Background: an optimization exercise with open tools, aiming at small area and a short achievable clock period. Do not read the settings as production practice.
No run shown here included a check of the RTL's function; only the layout flow was run.
In every run shown here, the design's own scripts or RTL, not TritonCTS, make the clock network.
The clock input has no modelled driver; a real chip could not lean on it and would need a root buffer or a full tree.
No activity file was given, so power comes from the tool's default toggle rates.

===== design.v =====
module cpu(out, in, clk, reset);
input  [7:0] in;
input        clk, reset;
output [7:0] out;
reg [7:0]   out;
reg [7:0]   reg_a, reg_b, reg_c, mem_d;
reg [7:0]   alu_p, alu_g;               
reg         alu_c;                      
reg [127:0] mem;                        
reg [3:0]   a_lo, a_hi;                 
reg         c_alu;                      
reg         a_in, b_in, o_in;           
reg         o_c;                        
reg         ld_a, ld_c;                 
reg         a_c, b_c;                   
reg         o_z;                        
reg         mem_wr;                     
reg         st2, st3;                   
wire busy = a_in | b_in | o_in | ld_a | ld_c;    
wire [3:0] ih = in[7:4];
wire [15:0] dec = 16'd1 << ih;
wire [10:0] x_nd = ~{dec[0] | dec[1] | dec[2] | dec[3] | dec[4] | dec[5],
                     dec[6], dec[7], dec[8], dec[9] | dec[11], dec[10],
                     dec[12], dec[13], dec[14], dec[15],
                     dec[8] | dec[9] | dec[15]};
wire [10:0] x_nx;
wire [1:0]  st_nx;
wire [3:0]  lo_nd = {~(in[1:0] == 2'd3), ~(in[1:0] == 2'd2), ~(in[1:0] == 2'd1), (in[1:0] == 2'd0)};
wire [3:0]  hi_nd = {~(in[3:2] == 2'd3), ~(in[3:2] == 2'd2), ~(in[3:2] == 2'd1), (in[3:2] == 2'd0)};
wire [3:0]  lo_nx, hi_nx;
genvar gi;
generate
	for (gi = 0; gi < 11; gi = gi + 1) begin : xn
		g_nor3 n (.y(x_nx[gi]), .a(reset), .b(busy), .c(x_nd[gi]));
	end
	for (gi = 0; gi < 4; gi = gi + 1) begin : an
		g_nor3 l (.y(lo_nx[gi]), .a(reset), .b(busy), .c(lo_nd[gi]));
		g_nor3 h (.y(hi_nx[gi]), .a(reset), .b(busy), .c(hi_nd[gi]));
	end
endgenerate
g_nor2 s2n (.y(st_nx[0]), .a(reset), .b(~ld_a));
g_nor2 s3n (.y(st_nx[1]), .a(reset), .b(~ld_c));
always @(posedge clk) begin
	{c_alu, a_in, b_in, o_in, o_c, ld_a, ld_c, a_c, b_c, o_z, mem_wr} <= x_nx;
	{st3, st2} <= st_nx;
	a_lo <= lo_nx;
	a_hi <= hi_nx;
end
wire [2:0] f = in[6:4];
wire inv_a = f[2] & f[0];
wire use_b = ~f[1] & ~(f[2] & f[0]);
wire inv_b = f[0] & ~f[2];
wire [7:0] a_sel = a_c ? reg_c : reg_a;
wire [7:0] b_sel = b_c ? reg_c : reg_b;
wire [7:0] alu_x = a_sel ^ {8{inv_a}};
wire [7:0] alu_y = (b_sel & {8{use_b}}) ^ {8{inv_b}};
wire [7:0] p_nx, g_nx;
generate
	for (gi = 0; gi < 8; gi = gi + 1) begin : pg
		g_xor2 p (.y(p_nx[gi]), .a(alu_x[gi]), .b(alu_y[gi]));
		g_and2 g (.y(g_nx[gi]), .a(alu_x[gi]), .b(alu_y[gi]));
	end
endgenerate
wire c_nx;
g_cin cn (.y(c_nx), .f(f));
always @(posedge clk) begin
	alu_p <= p_nx;
	alu_g <= g_nx;
	alu_c <= c_nx;
end
wire [7:0] g1n, p1n, g2, p2, g3n;
wire [7:0] alu_out;
assign g1n[0] = 1'b0;                   
g_aoi21 l1g1 (.y(g1n[1]), .a1(alu_p[0]), .a2(alu_c), .b1(alu_g[0]));
genvar gk;
generate
	for (gk = 2; gk < 8; gk = gk + 1) begin : l1
		g_aoi21 g (.y(g1n[gk]), .a1(alu_p[gk-1]), .a2(alu_g[gk-2]), .b1(alu_g[gk-1]));
		g_nand2 p (.y(p1n[gk]), .a(alu_p[gk-1]), .b(alu_p[gk-2]));
	end
endgenerate
assign p1n[1:0] = 2'b11;                
wire alu_c_n;
g_inv   l1c  (.y(alu_c_n), .a(alu_c));
g_inv   l2g1 (.y(g2[1]), .a(g1n[1]));
g_oai21 l2g2 (.y(g2[2]), .a1(p1n[2]), .a2(alu_c_n), .b1(g1n[2]));
g_oai21 l2g3 (.y(g2[3]), .a1(p1n[3]), .a2(g1n[1]), .b1(g1n[3]));
generate
	for (gk = 4; gk < 8; gk = gk + 1) begin : l2
		g_oai21 g (.y(g2[gk]), .a1(p1n[gk]), .a2(g1n[gk-2]), .b1(g1n[gk]));
		g_nor2  p (.y(p2[gk]), .a(p1n[gk]), .b(p1n[gk-2]));
	end
endgenerate
assign g2[0] = alu_c;
assign p2[3:0] = 4'd0;                  
generate
	for (gk = 4; gk < 8; gk = gk + 1) begin : l3
		g_aoi21 g (.y(g3n[gk]), .a1(p2[gk]), .a2(g2[gk-4]), .b1(g2[gk]));
	end
endgenerate
assign g3n[3:0] = 4'd0;                 
g_xor2  s0 (.y(alu_out[0]), .a(alu_p[0]), .b(alu_c));
g_xnor2 s1 (.y(alu_out[1]), .a(alu_p[1]), .b(g1n[1]));
g_xor2  s2 (.y(alu_out[2]), .a(alu_p[2]), .b(g2[2]));
g_xor2  s3 (.y(alu_out[3]), .a(alu_p[3]), .b(g2[3]));
generate
	for (gk = 4; gk < 8; gk = gk + 1) begin : sh
		g_xnor2 s (.y(alu_out[gk]), .a(alu_p[gk]), .b(g3n[gk]));
	end
endgenerate
wire [3:0] lo = {a_lo[3:1], ~a_lo[0]};
wire [3:0] hi = {a_hi[3:1], ~a_hi[0]};
wire [7:0] mem_wd = (in & {8{o_in}}) | (reg_c & {8{o_c}});
reg [15:0] wsel, rsel;
integer i;
always @(*) begin
	for (i = 0; i < 16; i = i + 1) begin
		rsel[i] = hi[i / 4] & lo[i % 4];
		wsel[i] = mem_wr & rsel[i];
	end
end
wire [7:0] rd;
genvar gb, gp;
generate
	for (gb = 0; gb < 8; gb = gb + 1) begin : rdb
		wire [7:0] u;
		wire [1:0] v;
		for (gp = 0; gp < 8; gp = gp + 1) begin : rdp
			g_aoi22 t (.y(u[gp]), .a1(rsel[2*gp]), .a2(mem[16*gp + gb]),
			            .b1(rsel[2*gp+1]), .b2(mem[16*gp + 8 + gb]));
		end
		g_nand4 n0 (.y(v[0]), .a(u[0]), .b(u[1]), .c(u[2]), .d(u[3]));
		g_nand4 n1 (.y(v[1]), .a(u[4]), .b(u[5]), .c(u[6]), .d(u[7]));
		g_or2   o  (.y(rd[gb]), .a(v[0]), .b(v[1]));
	end
endgenerate
always @(posedge clk) begin
	for (i = 0; i < 16; i = i + 1)
		if (wsel[i])
			mem[8*i +: 8] <= mem_wd;
	if (!mem_wr)
		mem_d <= rd;
end
wire o_d = ld_a | ld_c | st3;
wire a_h = ~(a_in | a_c);
wire b_h = ~(b_in | b_c);
wire c_h = ~(c_alu | st2);
wire o_h = ~(o_in | o_c | o_d | o_z);
always @(posedge clk) begin
	if (reset) begin
		reg_a <= 8'd0;
		reg_b <= 8'd0;
		reg_c <= 8'd0;
		out   <= 8'd0;
	end else begin
		reg_a <= (in & {8{a_in}}) | (reg_c & {8{a_c}}) | (reg_a & {8{a_h}});
		reg_b <= (in & {8{b_in}}) | (reg_c & {8{b_c}}) | (reg_b & {8{b_h}});
		reg_c <= (alu_out & {8{c_alu}}) | (mem_d & {8{st2}}) | (reg_c & {8{c_h}});
		out   <= (in & {8{o_in}}) | (reg_c & {8{o_c}}) | (mem_d & {8{o_d}}) | (out & {8{o_h}});
	end
end
endmodule
module g_aoi22(y, a1, a2, b1, b2);
input  a1, a2, b1, b2;
output y;
assign y = ~((a1 & a2) | (b1 & b2));
endmodule
module g_nand4(y, a, b, c, d);
input  a, b, c, d;
output y;
assign y = ~(a & b & c & d);
endmodule
module g_or2(y, a, b);
input  a, b;
output y;
assign y = a | b;
endmodule
module g_aoi21(y, a1, a2, b1);
input  a1, a2, b1;
output y;
assign y = ~((a1 & a2) | b1);
endmodule
module g_oai21(y, a1, a2, b1);
input  a1, a2, b1;
output y;
assign y = ~((a1 | a2) & b1);
endmodule
module g_nand2(y, a, b);
input  a, b;
output y;
assign y = ~(a & b);
endmodule
module g_nor2(y, a, b);
input  a, b;
output y;
assign y = ~(a | b);
endmodule
module g_inv(y, a);
input  a;
output y;
assign y = ~a;
endmodule
module g_xor2(y, a, b);
input  a, b;
output y;
assign y = a ^ b;
endmodule
module g_xnor2(y, a, b);
input  a, b;
output y;
assign y = ~(a ^ b);
endmodule
module g_nor3(y, a, b, c);
input  a, b, c;
output y;
assign y = ~(a | b | c);
endmodule
module g_and2(y, a, b);
input  a, b;
output y;
assign y = a & b;
endmodule
module g_cin(y, f);
input  [2:0] f;
output y;
assign y = f[2] | (f[1] ^ f[0]);
endmodule

===== flow/run.sh =====
#!/bin/bash
# Own layout flow: the standard flow (standard.sh) with two changes:
#  - the port buffers are sky130_fd_sc_hd__buf_4 (buffer_ports' default pick
#    is a delay cell);
#  - the clock tree step is flow/cts.tcl: the clock port drives 4 inv_12,
#    which drive 8 inv_16 placed at the centres of k-means clusters of the
#    registers, instead of TritonCTS's H-tree, followed by the timing repair
#    and a greedy downsizing pass that keeps the worst slack.
# Each step's output goes to a log file of its own in the work folder.
set -euo pipefail
R=$(pwd)/orfs/results/$FLOW_PLATFORM/cpu/base
PB="BUFFER_PORTS_ARGS=-buffer_cell sky130_fd_sc_hd__buf_4"
bash standard.sh "$PB" place > log_1_place.txt 2>&1
RESULTS=$R CTS_NTOP=4 CTS_NLEAF=8 CTS_TOPBUF=sky130_fd_sc_hd__inv_12 \
  CTS_LEAFBUF=sky130_fd_sc_hd__inv_16 SETUP_MARGIN=2.55 \
  openroad -no_init -exit flow/cts.tcl > log_2_cts.txt 2>&1
cp "$R/4_1_cts.odb" "$R/4_cts.odb"
touch "$R/4_cts.sdc"
bash standard.sh "$PB" finish > log_3_finish.txt 2>&1

===== flow/cts.tcl =====
# Clock tree step of the own flow, in place of ORFS's cts.tcl: the same
# steps, but a shallow two-level clock tree (see mytree.tcl) instead of
# TritonCTS's H-tree, and a greedy downsizing pass (see downsize.tcl) after
# the timing repair.
set P $::env(FLOW_HOME)/platforms/sky130hd
set R $::env(RESULTS)
read_liberty $P/lib/sky130_fd_sc_hd__tt_025C_1v80.lib
read_db $R/3_place.odb
read_sdc $R/3_place.sdc
source $P/setRC.tcl
set_dont_use {sky130_fd_sc_hd__probe_p_8 sky130_fd_sc_hd__probec_p_8 sky130_fd_sc_hd__lpflow_*}

source [file dirname [info script]]/mytree.tcl
build_clock_tree $::env(CTS_NTOP) $::env(CTS_NLEAF) $::env(CTS_TOPBUF) $::env(CTS_LEAFBUF)

set_placement_padding -global -left 0 -right 0
detailed_placement
set_propagated_clock [all_clocks]
estimate_parasitics -placement
report_clock_latency -clock core_clock

repair_timing -setup_margin $::env(SETUP_MARGIN) -verbose
detailed_placement
estimate_parasitics -placement

# area recovery: smaller drive strengths wherever the worst slack allows
source [file dirname [info script]]/downsize.tcl
set ws0 [sta::worst_slack_cmd max]
downsize_cells [expr {$ws0 - 0.002e-9}] 0.1e-9
detailed_placement
check_placement -verbose
estimate_parasitics -placement
report_checks -path_delay max -format end -group_path_count 10
report_worst_slack -max
report_worst_slack -min

write_db $R/4_1_cts.odb
write_sdc -no_timestamp $R/4_cts.sdc

===== flow/downsize.tcl =====
# Greedy area recovery: try each instance in its family's smallest drive
# strengths, keeping a change only if the worst setup slack stays at or above
# the target and the worst hold slack stays above hold_min.
proc downsize_cells { target hold_min } {
  set block [ord::get_db_block]
  set tried 0; set kept 0; set saved 0.0
  set cands {}
  foreach inst [$block getInsts] {
    set m [[$inst getMaster] getName]
    if {![regexp {^(sky130_fd_sc_hd__\w+?)_(\d+)$} $m -> base drive]} continue
    if {[string match "*clkbuf*" $base] || [string match "*tap*" $base] || [string match "*fill*" $base] || [string match "*decap*" $base] || [string match "*conb*" $base]} continue
    if {[string match "clkbuf_*" [$inst getName]]} continue
    lappend cands [list $inst $base $drive]
  }
  foreach c $cands {
    lassign $c inst base drive
    set name [$inst getName]
    set cur [[$inst getMaster] getName]
    set curarea [expr {[[$inst getMaster] getWidth] * [[$inst getMaster] getHeight]}]
    set opts {}
    foreach lc [get_lib_cells ${base}_*] {
      set ln [get_name $lc]
      if {![regexp {_(\d+)$} $ln -> d]} continue
      if {$ln eq $cur} continue
      set mm [[ord::get_db] findMaster $ln]
      if {$mm eq "NULL"} continue
      set a [expr {[$mm getWidth] * [$mm getHeight]}]
      if {$a < $curarea} { lappend opts [list $ln $a] }
    }
    set opts [lsort -real -index 1 $opts]
    foreach o $opts {
      lassign $o ln a
      incr tried
      replace_cell $name $ln
      set ws [sta::worst_slack_cmd max]
      set hs [sta::worst_slack_cmd min]
      if {$ws >= $target && $hs >= $hold_min} {
        incr kept
        set saved [expr {$saved + ($curarea - $a) / 1e6}]
        break
      } else {
        replace_cell $name $cur
      }
    }
  }
  puts "downsize: tried $tried, kept $kept, saved $saved um2"
}

===== flow/mytree.tcl =====
# Build a one-level clock tree: the clock port drives NBUF clock buffers, each
# placed at the centre of a k-means cluster of the clock sinks it drives.
proc kmeans { xs ys nbuf {slack 1.15} } {
  set n [llength $xs]
  # k-means, seeded by spreading over the sink list sorted by angle around the centre
  set cx 0.0; set cy 0.0
  foreach x $xs y $ys { set cx [expr {$cx + $x}]; set cy [expr {$cy + $y}] }
  set cx [expr {$cx / $n}]; set cy [expr {$cy / $n}]
  set ang {}
  for {set i 0} {$i < $n} {incr i} {
    lappend ang [list $i [expr {atan2([lindex $ys $i] - $cy, [lindex $xs $i] - $cx)}]]
  }
  set ang [lsort -real -index 1 $ang]
  set kx {}; set ky {}
  for {set k 0} {$k < $nbuf} {incr k} {
    set i [lindex [lindex $ang [expr {int(($k + 0.5) * $n / $nbuf)}]] 0]
    lappend kx [expr {($cx + [lindex $xs $i]) / 2.0}]
    lappend ky [expr {($cy + [lindex $ys $i]) / 2.0}]
  }
  set cap [expr {int(ceil($slack * $n / $nbuf))}]
  for {set iter 0} {$iter < 30} {incr iter} {
    # balanced assignment: sinks in order of their best distance, capped cluster size
    set cand {}
    for {set i 0} {$i < $n} {incr i} {
      for {set k 0} {$k < $nbuf} {incr k} {
        set d [expr {abs([lindex $xs $i] - [lindex $kx $k]) + abs([lindex $ys $i] - [lindex $ky $k])}]
        lappend cand [list $i $k $d]
      }
    }
    set cand [lsort -real -index 2 $cand]
    set asg [lrepeat $n -1]
    set cnt [lrepeat $nbuf 0]
    foreach c $cand {
      lassign $c i k d
      if {[lindex $asg $i] >= 0} continue
      if {[lindex $cnt $k] >= $cap} continue
      lset asg $i $k
      lset cnt $k [expr {[lindex $cnt $k] + 1}]
    }
    set sx [lrepeat $nbuf 0.0]; set sy [lrepeat $nbuf 0.0]
    for {set i 0} {$i < $n} {incr i} {
      set k [lindex $asg $i]
      lset sx $k [expr {[lindex $sx $k] + [lindex $xs $i]}]
      lset sy $k [expr {[lindex $sy $k] + [lindex $ys $i]}]
    }
    for {set k 0} {$k < $nbuf} {incr k} {
      if {[lindex $cnt $k] > 0} {
        lset kx $k [expr {[lindex $sx $k] / [lindex $cnt $k]}]
        lset ky $k [expr {[lindex $sy $k] / [lindex $cnt $k]}]
      }
    }
  }
  puts "kmeans: $n points, cluster sizes $cnt"
  return [list $asg $kx $ky]
}

# Insert a buffer per cluster of the loads (iterms) of net src.
proc split_net { src loads nbuf bufname prefix {slack 1.15} } {
  set block [ord::get_db_block]
  set master [[ord::get_db] findMaster $bufname]
  set xs {}; set ys {}
  foreach it $loads {
    set bb [[$it getInst] getBBox]
    lappend xs [expr {([$bb xMin] + [$bb xMax]) / 2.0}]
    lappend ys [expr {([$bb yMin] + [$bb yMax]) / 2.0}]
  }
  lassign [kmeans $xs $ys $nbuf $slack] asg kx ky
  set nets {}; set bufs {}
  for {set k 0} {$k < $nbuf} {incr k} {
    set buf [odb::dbInst_create $block $master "${prefix}_$k"]
    set w [$master getWidth]
    set h [$master getHeight]
    $buf setLocation [expr {int([lindex $kx $k] - $w / 2)}] [expr {int([lindex $ky $k] - $h / 2)}]
    $buf setPlacementStatus PLACED
    set net [odb::dbNet_create $block "${prefix}_net_$k"]
    $net setSigType CLOCK
    set o [$buf findITerm X]
    if {$o eq "NULL"} { set o [$buf findITerm Y] }
    $o connect $net
    lappend nets $net
    lappend bufs $buf
  }
  set i 0
  foreach it $loads {
    $it disconnect
    $it connect [lindex $nets [lindex $asg $i]]
    incr i
  }
  foreach buf $bufs { [$buf findITerm A] connect $src }
  return $bufs
}

# Clock tree: the clock port drives ntop buffers, which drive nleaf leaf
# buffers in all, which drive the clock sinks (nleaf 0: tops drive the sinks).
proc build_clock_tree { ntop nleaf topbuf leafbuf } {
  set block [ord::get_db_block]
  set clknet [$block findNet clk]
  set sinks [$clknet getITerms]
  if {$nleaf == 0} {
    split_net $clknet $sinks $ntop $topbuf clkbuf_top
    return
  }
  set leaves [split_net $clknet $sinks $nleaf $leafbuf clkbuf_leaf 1.05]
  set ins {}
  foreach b $leaves { lappend ins [$b findITerm A] }
  foreach it $ins { $it disconnect }
  set tmp [odb::dbNet_create $block "clk_tmp"]
  foreach it $ins { $it connect $tmp }
  set tops [split_net $clknet $ins $ntop $topbuf clkbuf_top 1.0]
  odb::dbNet_destroy $tmp
}

===== standard.sh =====
#!/bin/bash
# synth_recipe.tcl (not shown) runs the flow's synth.tcl, then flattens the netlist and writes it again
# the make line also repeats each setting of config.mk as NAME=value (left out here)
make -C /OpenROAD-flow-scripts/flow DESIGN_CONFIG=/design/flow/config.mk WORK_HOME=/design/flow/orfs CLKGATE_MAP_FILE= SYNTH_SCRIPT=/design/flow/synth_recipe.tcl "${@:-finish}"

===== config.mk =====
export PLATFORM = sky130hd
export DESIGN_NAME = cpu
export DESIGN_NICKNAME = cpu
export VERILOG_FILES = /design/flow/design.v
export SDC_FILE = /design/flow/constraint.sdc
export NUM_CORES = 4
export LEC_CHECK = 0
export CAP_MARGIN = 20
export CORE_MARGIN = 2
export CORE_UTILIZATION = 40
export SETUP_SLACK_MARGIN = 2.55
export SLEW_MARGIN = 20
export SYNTH_HIERARCHICAL = 1

===== constraint.sdc =====
create_clock -name core_clock -period 4.0 [get_ports {clk}]
set_input_delay 0.8000 -clock core_clock [delete_from_list [all_inputs] [get_ports {clk}]]
set_output_delay 0.8000 -clock core_clock [all_outputs]
set_load 0.01 [all_outputs]

==> results of run 1 <==
[final cells by class]
class / count / area (sq um)
multi-input combinational: 370 / 3038
timing repair buffer: 71 / 792.0
sequential: 205 / 5518
inverter: 18 / 249.0
fill: 1817 / 11080
tap: 275 / 344.1
[cell families after synthesis]
kind of cell / count (synthesis) / share of synthesized area
flip-flops: 205 / 0.6385
XOR/XNOR: 25 / 0.02558
AND/OR/NAND/NOR: 179 / 0.1237
buffers and inverters: 32 / 0.02061
multiplexers: 24 / 0.02807
AO/OA/AOI/OAI: 139 / 0.1636
[final timing paths]
| kind | startpoint | endpoint | slack [ps] |
|---|---|---|---|
| worst max-delay path | a_hi[3] | mem_d[1] | 2360 |
| worst min register to register | ld_c | st3 | 500 |
| worst max register to register | a_hi[3] | mem_d[1] | 2360 |
| worst min-delay path | ld_c | st3 | 500 |
[stage by stage]
stage	hold slack, ps	utilization
floorplan	451.1	-
global placement	470.1	0.4269
detailed placement	477.9	0.4269
global route	516.0	0.4729
finish	498.6	0.4729
[layer usage]
layer  part of all wire  global-route usage  up-vias
met4              0.019             0.03868        0
met2               0.48              0.3102      165
li1                   -                   -     2454
met3              0.060             0.02727       29
met5                  0                   0        -
met1               0.44              0.2842     2817
[power by group through the flow]
stage / Clock, mW / Combinational, mW / Sequential, mW
2_1_floorplan: 0 / 0.152 / 2.35
3_3_place_gp: 0 / 0.193 / 2.38
3_5_place_dp: 0 / 0.196 / 2.38
5_1_grt: 1.09 / 0.323 / 2.37
6_report: 0.984 / 0.301 / 2.37
[per-module statistics from Yosys (local to each module, per instance), a selection]
module   cells  cell area (sq um)
g_and2       1              6.256
g_aoi21      1              8.758
g_aoi22      1              12.51
g_cin        2              15.01
g_inv        1              3.754
g_nand2      1              3.754
g_nand4      1              6.256
g_nor2       1              3.754
g_nor3       1              10.01
g_oai21      1              5.005
g_or2        1              6.256
g_xnor2      1              8.758
g_xor2       1              8.758
[flip-flops by register name (all words and copies together), names as in the netlist, 4 cells and up]
signal,flops
a_hi,4
a_lo,4
alu_g,7
alu_p,8
mem,128
mem_d,8
out,8
reg_a,8
reg_b,8
reg_c,8
[layout by cell type (no fill, tap or decap), types with 10 or more instances in the layout]
master,instances
a21oi_1,13
a221oi_1,10
a22oi_1,46
a22oi_2,26
buf_4,11
buf_6,17
clkbuf_2,12
dfxtp_1,43
dfxtp_2,18
edfxtp_1,136
mux2i_1,17
nand2_1,23
nand4_1,17
nor2_1,30
nor3_1,18
nor3b_1,16
xor2_1,17
[worst register-to-register path, stage by stage (launching register included)]
cell	delay (ps)
dfxtp_4	380
and2_4	200
a22oi_2	200
nand4_1	300
or2_1	320
==> run_results.csv, run 1 <==
group,metric,value,unit
status,status,"finished clean",
sta,setup_ws,2365,ps
synth,synth.area.top_cells,"edfxtp_1 48%, dfxtp_1 16%, a22oi_2 9.4%",
pwr,peakVddDrop,0.1730,mV
cells_and_area,stdcell_area,9941,sq um
sta,rsz0062_at_grt,"yes",
place,place_worst_setup_slack,1999,ps
floorplan,start_util,0.4072,
sta,fin_crit_sh,0.4089,
sta,clock.fmax,0.6114,GHz
sta,tns,0,ps
grt,grt.overflow.total,0,
floorplan,ios,18,
critical_path,crit_arrival,1520,ps
sta,fin_skew,23.20,ps
critical_path,cp_top_family,"simple AND/OR/NAND/NOR gates",
floorplan,core,21020,sq um
synth,synth_top_area_share,0.4771,
grt,track_usage,0.1943,
sta,slew_violations,0,
pwr,p_int,2.639,mW
synth,async_flop_share,0,
route,wire_per_inst,23.62,um
pwr,seqPwrFrac,0.648,
route,totalWireLength,22180,um
route,drc_errors,0,
route,vias,5465,
route,drt_first_pass_iters,6,
synth,syn-num-nets,614,
critical_path,cp_max_fo,7,
floorplan,die_w,150.3,um
synth,synth-seq-cells,205,
synth,yosysSeqAreaShare,0.6385,
synth,netlist_instances,604,
pwr,p_switching,1.018,mW
critical_path,cpPeakStageDelay,380,ps
cells_and_area,drive_gt1_frac,0.3163,
floorplan,rows,53,
critical_path,worstPathRequired,3890,ps
place,place_area,8975,sq um
critical_path,cp_slowest_cell,"dfxtp_4",
pwr,p_comb_frac,0.082,
cells_and_area,finalNetCount,676,
grt,grt_max_degree,55,
critical_path,cp_cell_sequence,"and2_4 > a22oi_2 > nand4_1 > or2_1",
synth,synth_common_cells,"136 x edfxtp_1, 69 x dfxtp_1, 64 x a22oi_2",
grt,antenna_found_initial,0,
grt,grt_pass1_vias,5339,
place,port_buffers,17,
clock_tree,clock_latency,140,ps
synth,synth_enable_flop_cells,136,
synth,yosys_warnings,7,
worst_hold_path,whs_path_depth,2,
critical_path,worstSetupStartpointType,"flip-flop",
sta,tightest_slew,543.2,ps
place,gp_congestion,0.7919,
critical_path,path_depth,4,
worst_hold_path,hold_path_class,"reg -> reg",
run,maxCapViolCount,0,
synth,synth_cell_type_count,38,
sta,slew_headroom,0.6365,
synth,synth_top_area_cell,"edfxtp_1",
route,drt_first_iter_violations,519,
cells_and_area,stdcell_count,939,
pwr,pwr_density_cell,367.8,nW/um^2
pwr,power,3.656,mW
cells_and_area,n_antenna_cell,0,
synth,yosysMostFrequentCell,"edfxtp_1",
floorplan,dieHeight,150.3,um
critical_path,crit_path_end_kind,"flip-flop",
route,drt-vias-per-instance,5.820,
place,dp.cells,870,
critical_path,critPathKind,"reg -> reg",
cells_and_area,area_growth,16.14,%
pwr,swShare,0.2784,
route,ant_nets,0,
place,place_hpwl,13080,um
sta,hold_viol_final,0,
critical_path,rr_worst_depth,4,
pwr,leakage,3.176,nW
grt,grt_first_pass_wirelength,33100,um
clock_tree,clk_pin_slew_worst_paths,90,ps
sta,setup_viol,0,
floorplan,die_area,22580,sq um
sta,period_needed,1635,ps
synth,syn_area,8559,sq um
synth,avgSynthCellArea,14.17,sq um
pwr,clockPowerShare,0.269,
critical_path,critPathBufInv,0,
synth,ys.flop_type,"edfxtp_1",
==> run 2, diff against run 1 <==
==> flow/run.sh (replaced) <==
#!/bin/bash
# Own layout flow: the standard flow (standard.sh) with two changes:
#  - the port buffers are sky130_fd_sc_hd__buf_4 (buffer_ports' default pick
#    is a delay cell);
#  - the clock tree step is flow/cts.tcl: the clock port drives 4 clkbuf_8,
#    which drive 8 clkbuf_16 placed at the centres of k-means clusters of the
#    registers, instead of TritonCTS's H-tree, followed by the timing repair
#    and a greedy downsizing pass that keeps the worst slack.
# Each step's output goes to a log file of its own in the work folder.
set -euo pipefail
R=$(pwd)/orfs/results/$FLOW_PLATFORM/cpu/base
PB="BUFFER_PORTS_ARGS=-buffer_cell sky130_fd_sc_hd__buf_4"
bash standard.sh "$PB" place > log_1_place.txt 2>&1
RESULTS=$R CTS_NTOP=4 CTS_NLEAF=8 CTS_TOPBUF=sky130_fd_sc_hd__clkbuf_8 \
  CTS_LEAFBUF=sky130_fd_sc_hd__clkbuf_16 SETUP_MARGIN=2.4 \
  openroad -no_init -exit flow/cts.tcl > log_2_cts.txt 2>&1
cp "$R/4_1_cts.odb" "$R/4_cts.odb"
touch "$R/4_cts.sdc"
bash standard.sh "$PB" finish > log_3_finish.txt 2>&1
--- a/config.mk
+++ b/config.mk
@@ -8,6 +8,6 @@
 export CAP_MARGIN = 20
 export CORE_MARGIN = 2
 export CORE_UTILIZATION = 40
-export SETUP_SLACK_MARGIN = 2.55
+export SETUP_SLACK_MARGIN = 2.4
 export SLEW_MARGIN = 20
 export SYNTH_HIERARCHICAL = 1
==> run 2 against run 1 <==
Effect of this change: critical path type unchanged; sequential cell count stayed put; clock power is 5% higher; via count is 8.0% lower; still clean on timing, DRC and antenna; largest cell class unchanged; core utilization is 4.2 points lower; fmax is 1.3% higher; power is 1.9% lower; first-iteration DRC count is 16% lower; critical path depth stayed put; final cell count is 5.0% lower; die area stayed put; highest routed layer unchanged; register-to-register slack better by 20 ps; sequential power hardly changed.
==> run_results.csv, run 2 <==
group,metric,value,unit
critical_path,cp_top_family,"simple AND/OR/NAND/NOR gates",
critical_path,cp_cell_sequence,"nor2b_4 > a22oi_1 > nand4_1 > or2_1",
sta,setup_viol,0,
floorplan,core,21020,sq um
grt,antenna_found_initial,0,
critical_path,critPathKind,"reg -> reg",
cells_and_area,largest_register,"mem",
pwr,pwr_density_cell,395.4,nW/um^2
floorplan,die_w,150.3,um
synth,netlist_instances,604,
synth,async_flop_share,0,
synth,synth-seq-cells,205,
synth,synth.area.top_cells,"edfxtp_1 48%, dfxtp_1 16%, a22oi_2 9.4%",
critical_path,cp_max_fo,8,
sta,period_needed,1614,ps
grt,track_usage,0.1762,
synth,syn-num-nets,614,
route,ant_nets,0,
route,wire_per_inst,22.05,um
sta,rsz0062_at_grt,"yes",
synth,ys.flop_type,"edfxtp_1",
route,drc_errors,0,
cells_and_area,final_cell_mix,"136 x edfxtp_1, 57 x a22oi_1, 49 x dfxtp_1",
critical_path,cp_slowest_cell,"dfxtp_4",
cells_and_area,area_growth,5.920,%
route,drt_first_iter_violations,437,
synth,yosysSeqAreaShare,0.6385,
synth,synth_cell_type_count,38,
route,totalWireLength,19670,um
floorplan,rows,53,
grt,grt.overflow.total,0,
synth,syn_area,8559,sq um
route,vias,5028,
route,drt_first_pass_iters,4,
floorplan,start_util,0.4072,
synth,synth_enable_flop_cells,136,
floorplan,die_area,22580,sq um
cells_and_area,final_common_cell,"edfxtp_1",
run,maxCapViolCount,0,
sta,fin_crit_sh,0.4034,
critical_path,crit_path_end_kind,"flip-flop",
place,gp_congestion,0.7886,
cells_and_area,n_antenna_cell,0,
critical_path,critPathBufInv,0,
pwr,leakage,3.034,nW
floorplan,dieHeight,150.3,um
sta,clock.fmax,0.6197,GHz
critical_path,worstPathRequired,4070,ps
critical_path,cpPeakStageDelay,480,ps
clock_tree,clock_latency,310,ps
sta,tns,0,ps
floorplan,ios,18,
place,place_worst_setup_slack,1631,ps
synth,synth_top_area_share,0.4771,
route,drt-vias-per-instance,5.637,
status,status,"finished clean",
grt,grt_first_pass_wirelength,30220,um
cells_and_area,largest_reg_flops,128,
sta,fin_skew,21.78,ps
critical_path,worstSetupStartpointType,"flip-flop",
place,port_buffers,17,
worst_hold_path,hold_path_class,"reg -> reg",
place,place_hpwl,13340,um
grt,grt_max_degree,55,
synth,yosys_warnings,7,
sta,slew_violations,0,
synth,avgSynthCellArea,14.17,sq um
synth,synth_top_area_cell,"edfxtp_1",
sta,slew_headroom,0.4444,
synth,yosysMostFrequentCell,"edfxtp_1",
sta,setup_ws,2386,ps
pwr,peakVddDrop,0.2472,mV
cells_and_area,drive_gt1_frac,0.1815,
sta,hold_viol_final,0,
critical_path,crit_arrival,1680,ps
grt,grt_pass1_vias,4933,
cells_and_area,finalNetCount,629,
synth,synth_common_cells,"136 x edfxtp_1, 69 x dfxtp_1, 64 x a22oi_2",
clock_tree,clk_pin_slew_worst_paths,100,ps
sta,tightest_slew,830.4,ps
-- run 2: cell families (layout without fill, tap and decap cells) --
| kind of cell | count (synthesis) | after routing | synth area share |
|---|---|---|---|
| compound gates | 139 | 139 | 0.1636 |
| mux | 24 | 24 | 0.02807 |
| simple gates | 179 | 179 | 0.1237 |
| xor+xnor | 25 | 25 | 0.02558 |
| buf+inv | 32 | 45 | 0.02061 |
| flops | 205 | 205 | 0.6385 |
-- run 2: final cells by class --
class	count	area, sq um
timing repair buffer	27	241.5
inverter	6	23.77
multi-input combinational	367	2691
sequential	205	5510
fill	1894	11960
buffer	12	255.2
tap	275	344.1
-- run 2: worst paths after layout --
kind           start  slack [ps]        to  cells past startpoint
max          a_lo[0]        2390  mem_d[4]                      4
min             ld_a         470       st2                      2
max reg2reg  a_lo[0]        2390  mem_d[4]                      4
min reg2reg     ld_a         470       st2                      2
-- run 2: tightest hold or removal path: stages (launching register included) --
cell and delay, ps:
dfxtp_1 360, inv_1 60, nor2_1 40
-- run 2: where the power goes --
group | total (mW) | switching [mW] | internal, mW
Sequential | 2.34 | 0.0638 | 2.28
Clock | 1.03 | 0.574 | 0.454
Combinational | 0.215 | 0.133 | 0.0820
-- run 2: modules after synthesis (local to each module, per instance), a selection --
module / flops+latches / area, sq um
g_cin: 0 / 15.01
g_nand4: 0 / 6.256
g_nor2: 0 / 3.754
g_inv: 0 / 3.754
g_nand2: 0 / 3.754
g_aoi22: 0 / 12.51
cpu: 205 / 7041
g_and2: 0 / 6.256
g_aoi21: 0 / 8.758
g_xor2: 0 / 8.758
g_oai21: 0 / 5.005
g_or2: 0 / 6.256
-- run 2: stage by stage --
step / util / instance area [sq um] / std cells / total power, mW / hold slack (ps)
2_1_floorplan: - / 8594 / 604 / 2.500 / 451.1
3_3_place_gp: 0.4234 / 8900 / 870 / 2.578 / 469.0
3_5_place_dp: 0.4234 / 8900 / 870 / 2.584 / 473.0
5_1_grt: 0.4313 / 9066 / 892 / 3.719 / 489.0
6_report: 0.4313 / 9066 / 892 / 3.585 / 474.0
-- run 2: metal layers --
layer,GRT usage,part of all wire,vias up
li1,-,-,2346
met1,0.2711,0.48,2540
met2,0.2768,0.46,122
met3,0.01848,0.043,20
met4,0.02264,0.015,0
met5,0,0,-

-- static timing again, ports no longer ideal --
The flow's constraints put no driver on any port. The routed layouts listed below were extracted and timed again, unchanged, in two steps. Step 1 (the two cells are an assumption about what drives the block):
set clk [get_ports {clk}]
set_driving_cell -lib_cell sky130_fd_sc_hd__clkbuf_16 $clk
set_driving_cell -lib_cell sky130_fd_sc_hd__buf_2 [delete_from_list [all_inputs] $clk]
Step 2 moves the port delays by t, midway between the first and last clock arrival at a register: inputs arrive t later, outputs are due t later. That takes back most of the time a late clock gives input paths. Three values: ideal, step 1, step 2; two values: the first two.
| run | shift t [ns] | setup slack, ns | latest minus earliest clock arrival (ns) |
|---|---|---|---|
| run 1 | 0.289 | 2.365 / 2.368 / 2.271 | 0.024 / 0.025 |
| run 2 | 0.370 | 2.386 / 2.329 / 2.068 | 0.023 / 0.023 |
After both steps every run listed still meets setup and hold. The setup slack of run 2, which loses most, moves by -0.057 ns with the drivers and by -0.318 ns with both steps.
